Context: an optimization exercise on an open-source flow, tuned for small area. The choices shown serve that exercise and are no tape-out recipe.
RTL that was checked went through simulation tests only; none was proved equivalent to the original.
Power and IR drop assume default switching activity.

==> 05-22 <==
// car_ctrl
module car_ctrl #(
    parameter [8:0] E_PWR  = 9'd33,   M_PWR  = 9'd511,    
    parameter [9:0] E_MAL  = 10'd274, M_MAL  = 10'd755,   
    parameter [9:0] E_MAB  = 10'd916, M_MAB  = 10'd511,   
    parameter [9:0] E_TRG  = 10'd761, M_TRG  = 10'd143,   
    parameter [9:0] E_MEND = 10'd386, M_MEND = 10'd135,   
    parameter [9:0] E_TL   = 10'd549, M_TL   = 10'd487,   
    parameter [9:0] E_TB   = 10'd808, M_TB   = 10'd895,   
    parameter [9:0] E_BK   = 10'd743, M_BK   = 10'd1019,  
    parameter [9:0] E_FW   = 10'd294, M_FW   = 10'd695,   
    parameter [9:0] E_RC   = 10'd356, M_RC   = 10'd1023,  
    parameter [9:0] M_RCNZ = 10'd511,                     
    parameter [5:0] E_MF   = 6'd8,    M_MF   = 6'd29,     
    parameter [6:0] E_MB   = 7'd9,    M_MB   = 7'd111     
    ) (
    input clk,
    input rst,
    input power,
    input [1:0] mode_selection,
    input man_reverse,
    input man_brake,
    input man_clutch,
    input up,
    input right,
    input left,
    input down,
    input middle,
    input middle_click_reverse,
    input [3:0] detector,  
    output left_light,
    output right_light,
    output [3:0] move_signal,  
    output place_barrier,
    output destroy_barrier,
    output [7:0] seg_en,
    output [7:0] seg_out0,
    output [7:0] seg_out1
    );
export LEC_CHECK = 0
export CAP_MARGIN = 20
export CORE_MARGIN = 2
export CORE_UTILIZATION = 65
export PLACE_DENSITY = 0.75
export SLEW_MARGIN = 20
create_clock -name core_clock -period 10.0 [get_ports {clk}]
standard.sh (not shown) runs the stock make flow with config.mk's settings and CLKGATE_MAP_FILE= SYNTH_SCRIPT=/design/flow/synth_recipe.tcl, a recipe that flattens the netlist after the stock synthesis.
==> flow/flow/run.sh <==
#!/bin/bash
# Standard ORFS layout (the standard.sh) with these changes:
#  - synthesis restructures and maps logic with an area-oriented ABC script
#    (flow/abc.script: &deepsyn, then &nf area recovery)
#    and without Yosys's full/half-adder extraction (ADDER_MAP_FILE empty);
#  - port buffers are sky130_fd_sc_hd__buf_1;
#  - clock tree: clkbuf_16 at the leaves (up to 30 flip-flops within 100 um),
#    clkbuf_4 above them, no dummy loads.
# Registers, floorplan, power grid, placement and routing are as in the
# standard flow. Each step's log is under orfs/logs; make's output goes
# to flow_make.log in the work folder.
set -euo pipefail
W=$PWD
rm -rf "$W/scripts_local"
cp -r "$FLOW_HOME/scripts" "$W/scripts_local"
cp "$W/flow/abc.script" "$W/scripts_local/abc_speed.script"
bash "$W/standard.sh" SCRIPTS_DIR="$W/scripts_local" ADDER_MAP_FILE= \
  "BUFFER_PORTS_ARGS=-buffer_cell sky130_fd_sc_hd__buf_1" \
  "CTS_ARGS=-sink_clustering_enable -repair_clock_nets -sink_clustering_size 30 -sink_clustering_max_diameter 100 -buf_list sky130_fd_sc_hd__clkbuf_16 -dont_use_dummy_load -root_buf sky130_fd_sc_hd__clkbuf_4 -tree_buf sky130_fd_sc_hd__clkbuf_4" finish > "$W/flow_make.log" 2>&1
==> flow/flow/abc.script <==
strash
&get -n
&deepsyn -I 4 -J 50
&put
strash
&get -n
&dch -f
&nf -R 1000
&put
topo
dnsize
==> inputs of 03-07, as changes to 05-22 <==
Settings changed: CORE_UTILIZATION 65 to 80, PLACE_DENSITY 0.75 to 0.88.
==> inputs of 09-06, as changes to 05-22 <==
--- a/flow/design.v
+++ b/flow/design.v
@@ -8,12 +8,13 @@
     parameter [9:0] E_TL   = 10'd549, M_TL   = 10'd487,   
     parameter [9:0] E_TB   = 10'd808, M_TB   = 10'd895,   
     parameter [9:0] E_BK   = 10'd743, M_BK   = 10'd1019,  
     parameter [9:0] E_FW   = 10'd294, M_FW   = 10'd695,   
     parameter [9:0] E_RC   = 10'd356, M_RC   = 10'd1023,  
     parameter [9:0] M_RCNZ = 10'd511,                     
+    parameter [6:0] E_LED  = 7'd108,  M_LED  = 7'd119,    
     parameter [5:0] E_MF   = 6'd8,    M_MF   = 6'd29,     
     parameter [6:0] E_MB   = 7'd9,    M_MB   = 7'd111     
     ) (
     input clk,
     input rst,
     input power,
@@ -295,30 +296,24 @@
     wire move_backward = mode_auto ? a_bwd : (mode_manual & man_bwd);
     wire turn_left     = mode_semi ? t_tl : mode_auto ? a_tl : (mode_manual & man_tl);
     wire turn_right    = mode_semi ? t_tr : mode_auto ? a_tr : (mode_manual & man_tr);
     assign move_signal = {move_forward, move_backward, turn_left, turn_right};
     assign place_barrier = mode_auto ? (a_st == A_FW) : (mode_manual & middle & ~middle_click_reverse);
     assign destroy_barrier = mode_manual & middle & middle_click_reverse;
-    reg [3:0] en;
-    always @(posedge clk) begin
-        if (rst) en <= 4'b0000;
-        else if (en == 4'b0000) en <= 4'b1000;
-        else en <= en >> 1;
-    end
-    reg [3:0] l_q;
+    reg [6:0] l_cnt;
     reg l_div, l_left, l_right;
-    wire l_end = en[0] & (l_q == 4'b1000);    
+    wire l_end = ((l_cnt ^ E_LED) & M_LED) == 7'd0;
     wire stay = (m_st == M_ST);
     always @(posedge clk) begin
         if (rst) begin
             l_div <= 1'b0;
-            l_q <= 4'd0;
-        end else begin
-            if (l_end) l_div <= ~l_div;
-            if (en[0]) l_q <= {l_q[2:0], ~(l_q[3] ^ l_q[2])};
-        end
+            l_cnt <= 7'd0;
+        end else if (l_end) begin
+            l_div <= ~l_div;
+            l_cnt <= 7'd0;
+        end else l_cnt <= {l_cnt[5:0], ~(l_cnt[6] ^ l_cnt[5])};
         if (rst) {l_left, l_right} <= 2'b00;
         else if (l_end & ~l_div) begin
             case ({stay, turn_left, turn_right})
                 3'b100, 3'b111: {l_left, l_right} <= 2'b11;
                 3'b110, 3'b010: {l_left, l_right} <= {~l_left, 1'b0};
                 3'b101, 3'b001: {l_left, l_right} <= {1'b0, ~l_right};
@@ -361,12 +356,18 @@
             mile[3:0]   <= w0 ? 4'd0 : k0 + {3'd0, m_inc};
             mile[7:4]   <= w1 ? 4'd0 : k1 + {3'd0, carry[0]};
             mile[11:8]  <= w2 ? 4'd0 : k2 + {3'd0, carry[1]};
             mile[15:12] <= w3 ? 4'd0 : k3 + {3'd0, carry[2]};
         end
     end
+    reg [3:0] en;
+    always @(posedge clk) begin
+        if (rst) en <= 4'b0000;
+        else if (en == 4'b0000) en <= 4'b1000;
+        else en <= en >> 1;
+    end
     assign seg_en = {en, p_on ? en : 4'b0000};
     wire [1:0] mode = {p_on & ms0, p_on & ~(ms1 & ms0)};
     reg [7:0] txt1, txt0;
     always @(*) begin
         case (mode)
             2'b00: begin txt1 = 8'b1000_1110; txt0 = 8'b1000_1110; end  
==> flow/flow/run.sh (replaced) <==
#!/bin/bash
# Standard ORFS layout (the standard.sh) with three changes:
#  - synthesis maps logic with an area-oriented ABC script (flow/abc.script)
#    and without Yosys's full/half-adder extraction (ADDER_MAP_FILE empty);
#  - port buffers are sky130_fd_sc_hd__buf_1.
# Registers, floorplan, power grid, placement, CTS and routing are as in
# the standard flow. Each step's log is under orfs/logs; make's output goes
# to flow_make.log in the work folder.
set -euo pipefail
W=$PWD
rm -rf "$W/scripts_local"
cp -r "$FLOW_HOME/scripts" "$W/scripts_local"
cp "$W/flow/abc.script" "$W/scripts_local/abc_speed.script"
bash "$W/standard.sh" SCRIPTS_DIR="$W/scripts_local" ADDER_MAP_FILE= \
  "BUFFER_PORTS_ARGS=-buffer_cell sky130_fd_sc_hd__buf_1" finish > "$W/flow_make.log" 2>&1
==> flow/flow/abc.script (replaced) <==
strash
ifraig
scorr
dc2
strash
&get -n
&dch -f
&nf -R 1000
&put
topo
dnsize
Settings changed: CORE_UTILIZATION 65 to 40, CTS_BUF_LIST set to sky130_fd_sc_hd__clkbuf_16, CTS_CLUSTER_DIAMETER set to 100, CTS_CLUSTER_SIZE set to 30, PLACE_DENSITY 0.75 to unset.
==> inputs of 01-24, as changes to 05-22 <==
--- a/flow/design.v
+++ b/flow/design.v
@@ -8,12 +8,13 @@
     parameter [9:0] E_TL   = 10'd549, M_TL   = 10'd487,   
     parameter [9:0] E_TB   = 10'd808, M_TB   = 10'd895,   
     parameter [9:0] E_BK   = 10'd743, M_BK   = 10'd1019,  
     parameter [9:0] E_FW   = 10'd294, M_FW   = 10'd695,   
     parameter [9:0] E_RC   = 10'd356, M_RC   = 10'd1023,  
     parameter [9:0] M_RCNZ = 10'd511,                     
+    parameter [6:0] E_LED  = 7'd108,  M_LED  = 7'd119,    
     parameter [5:0] E_MF   = 6'd8,    M_MF   = 6'd29,     
     parameter [6:0] E_MB   = 7'd9,    M_MB   = 7'd111     
     ) (
     input clk,
     input rst,
     input power,
@@ -295,30 +296,24 @@
     wire move_backward = mode_auto ? a_bwd : (mode_manual & man_bwd);
     wire turn_left     = mode_semi ? t_tl : mode_auto ? a_tl : (mode_manual & man_tl);
     wire turn_right    = mode_semi ? t_tr : mode_auto ? a_tr : (mode_manual & man_tr);
     assign move_signal = {move_forward, move_backward, turn_left, turn_right};
     assign place_barrier = mode_auto ? (a_st == A_FW) : (mode_manual & middle & ~middle_click_reverse);
     assign destroy_barrier = mode_manual & middle & middle_click_reverse;
-    reg [3:0] en;
-    always @(posedge clk) begin
-        if (rst) en <= 4'b0000;
-        else if (en == 4'b0000) en <= 4'b1000;
-        else en <= en >> 1;
-    end
-    reg [3:0] l_q;
+    reg [6:0] l_cnt;
     reg l_div, l_left, l_right;
-    wire l_end = en[0] & (l_q == 4'b1000);    
+    wire l_end = ((l_cnt ^ E_LED) & M_LED) == 7'd0;
     wire stay = (m_st == M_ST);
     always @(posedge clk) begin
         if (rst) begin
             l_div <= 1'b0;
-            l_q <= 4'd0;
-        end else begin
-            if (l_end) l_div <= ~l_div;
-            if (en[0]) l_q <= {l_q[2:0], ~(l_q[3] ^ l_q[2])};
-        end
+            l_cnt <= 7'd0;
+        end else if (l_end) begin
+            l_div <= ~l_div;
+            l_cnt <= 7'd0;
+        end else l_cnt <= {l_cnt[5:0], ~(l_cnt[6] ^ l_cnt[5])};
         if (rst) {l_left, l_right} <= 2'b00;
         else if (l_end & ~l_div) begin
             case ({stay, turn_left, turn_right})
                 3'b100, 3'b111: {l_left, l_right} <= 2'b11;
                 3'b110, 3'b010: {l_left, l_right} <= {~l_left, 1'b0};
                 3'b101, 3'b001: {l_left, l_right} <= {1'b0, ~l_right};
@@ -361,12 +356,18 @@
             mile[3:0]   <= w0 ? 4'd0 : k0 + {3'd0, m_inc};
             mile[7:4]   <= w1 ? 4'd0 : k1 + {3'd0, carry[0]};
             mile[11:8]  <= w2 ? 4'd0 : k2 + {3'd0, carry[1]};
             mile[15:12] <= w3 ? 4'd0 : k3 + {3'd0, carry[2]};
         end
     end
+    reg [3:0] en;
+    always @(posedge clk) begin
+        if (rst) en <= 4'b0000;
+        else if (en == 4'b0000) en <= 4'b1000;
+        else en <= en >> 1;
+    end
     assign seg_en = {en, p_on ? en : 4'b0000};
     wire [1:0] mode = {p_on & ms0, p_on & ~(ms1 & ms0)};
     reg [7:0] txt1, txt0;
     always @(*) begin
         case (mode)
             2'b00: begin txt1 = 8'b1000_1110; txt0 = 8'b1000_1110; end  
==> flow/run.sh (new file) <==
#!/bin/bash
# synth_recipe.tcl (not shown) runs the flow's synth.tcl, then flattens the netlist and writes it again
# the make line also repeats each setting of config.mk as NAME=value (left out here)
make -C /OpenROAD-flow-scripts/flow DESIGN_CONFIG=/design/flow/config.mk WORK_HOME=/design/flow/orfs CLKGATE_MAP_FILE= SYNTH_SCRIPT=/design/flow/synth_recipe.tcl finish
Settings changed: CORE_UTILIZATION 65 to 70, PLACE_DENSITY 0.75 to 0.8.
removed: flow/flow/run.sh
removed: flow/flow/abc.script
removed: flow/standard.sh
==> comparison table <==
| item | 03-07 | 01-24 | 05-22 | 09-06 |
|---|---|---|---|---|
| Result of the run | complete, no violations | complete, no violations | complete, no violations | complete, no violations |
| Transition time at the pin with the least slew margin | 0.8254 ns | 0.9466 ns | 0.8905 ns | 0.9903 ns |
| Worst slew slack as a fraction of its limit | 44.94% | 36.01% | 40.63% | 33.98% |
| Fraction of the mapped netlist area in compound gates | 21.37% | 15.36% | 21.37% | 14.33% |
| Met1 usage | 43.03% | 36.88% | 36.24% | 23.32% |
| Met2 global-route usage | 59.80% | 51.16% | 43.30% | 27.55% |
| Met3 routed WL | 1.454 mm | 1.502 mm | 1.080 mm | 706 um |
| Violation count after the first detailed-routing iteration | 812 | 666 | 630 | 301 |
| Critical Path AT | 4.41 ns | 4.71 ns | 4.39 ns | 7.50 ns |
| Register bit count reported by yosys | 205 | 208 | 205 | 208 |
| Area Growth Syn to Fin | 6.084% | 11.75% | 6.626% | 9.591% |
| Non-clock buffering overhead | 2.299% | 4.340% | 2.287% | 2.231% |
| Combinational Power Share | 2.5% | 2.5% | 2.4% | 2.2% |
| Hold endpoint | ma_cnt[1] | trig | p_cnt[0] | l_cnt[4] |
| Maximum single-stage delay on the critical path | 0.39 ns | 0.67 ns | 0.38 ns | 0.47 ns |
| Cell chosen for the clock root | clkbuf_4 | clkbuf_16 | clkbuf_4 | clkbuf_16 |
| Non-Filler Instances | 1215 | 1561 | 1253 | 1504 |
| Starting density of the core | 81.56% | 71.79% | 66.52% | 40.73% |
| Vias per cell | 6.630 | 6.042 | 6.130 | 5.203 |
| Fraction of area in registers | 45.37% | 35.36% | 45.14% | 41.63% |
Only the layout flow was run in 09-06 and 01-24; the RTL was not checked for function there.

==> separate check: timing with driven ports <==
How much do the figures lean on ideal ports? The routed layouts below were timed once more, with nothing changed but the port constraints. Step 1 (the two cells are an assumption about what drives the block):
set clk [get_ports {clk}]
set_driving_cell -lib_cell sky130_fd_sc_hd__clkbuf_16 $clk
set_driving_cell -lib_cell sky130_fd_sc_hd__buf_2 [delete_from_list [all_inputs] $clk]
Step 2 times the ports against the registers' clock, not the clock port: input delays grow and output delays shrink by t, the midpoint of the rising clock arrivals with the driver on. Three values: ideal, step 1, step 2; two values: the first two.
run	shift t [ns]	setup WS [ns]	slew at the worst register clock pin (ns)	worst slew at a driven data input, ns	pins driven straight from the clock port
05-22	0.584	3.609 / 3.584 / 3.485	0.11 / 0.11	0.06	1
03-07	0.583	3.592 / 3.568 / 3.510	0.11 / 0.11	0.05	1
09-06	0.506	2.876 / 2.897 / 2.391	0.11 / 0.11	0.05	1
01-24	0.550	3.288 / 3.255 / 3.255	0.06 / 0.06	0.05	1
After both steps every run listed still meets setup and hold. For 09-06, which loses most, drivers alone change the setup slack by +0.021 ns; drivers and shift together by -0.485 ns.
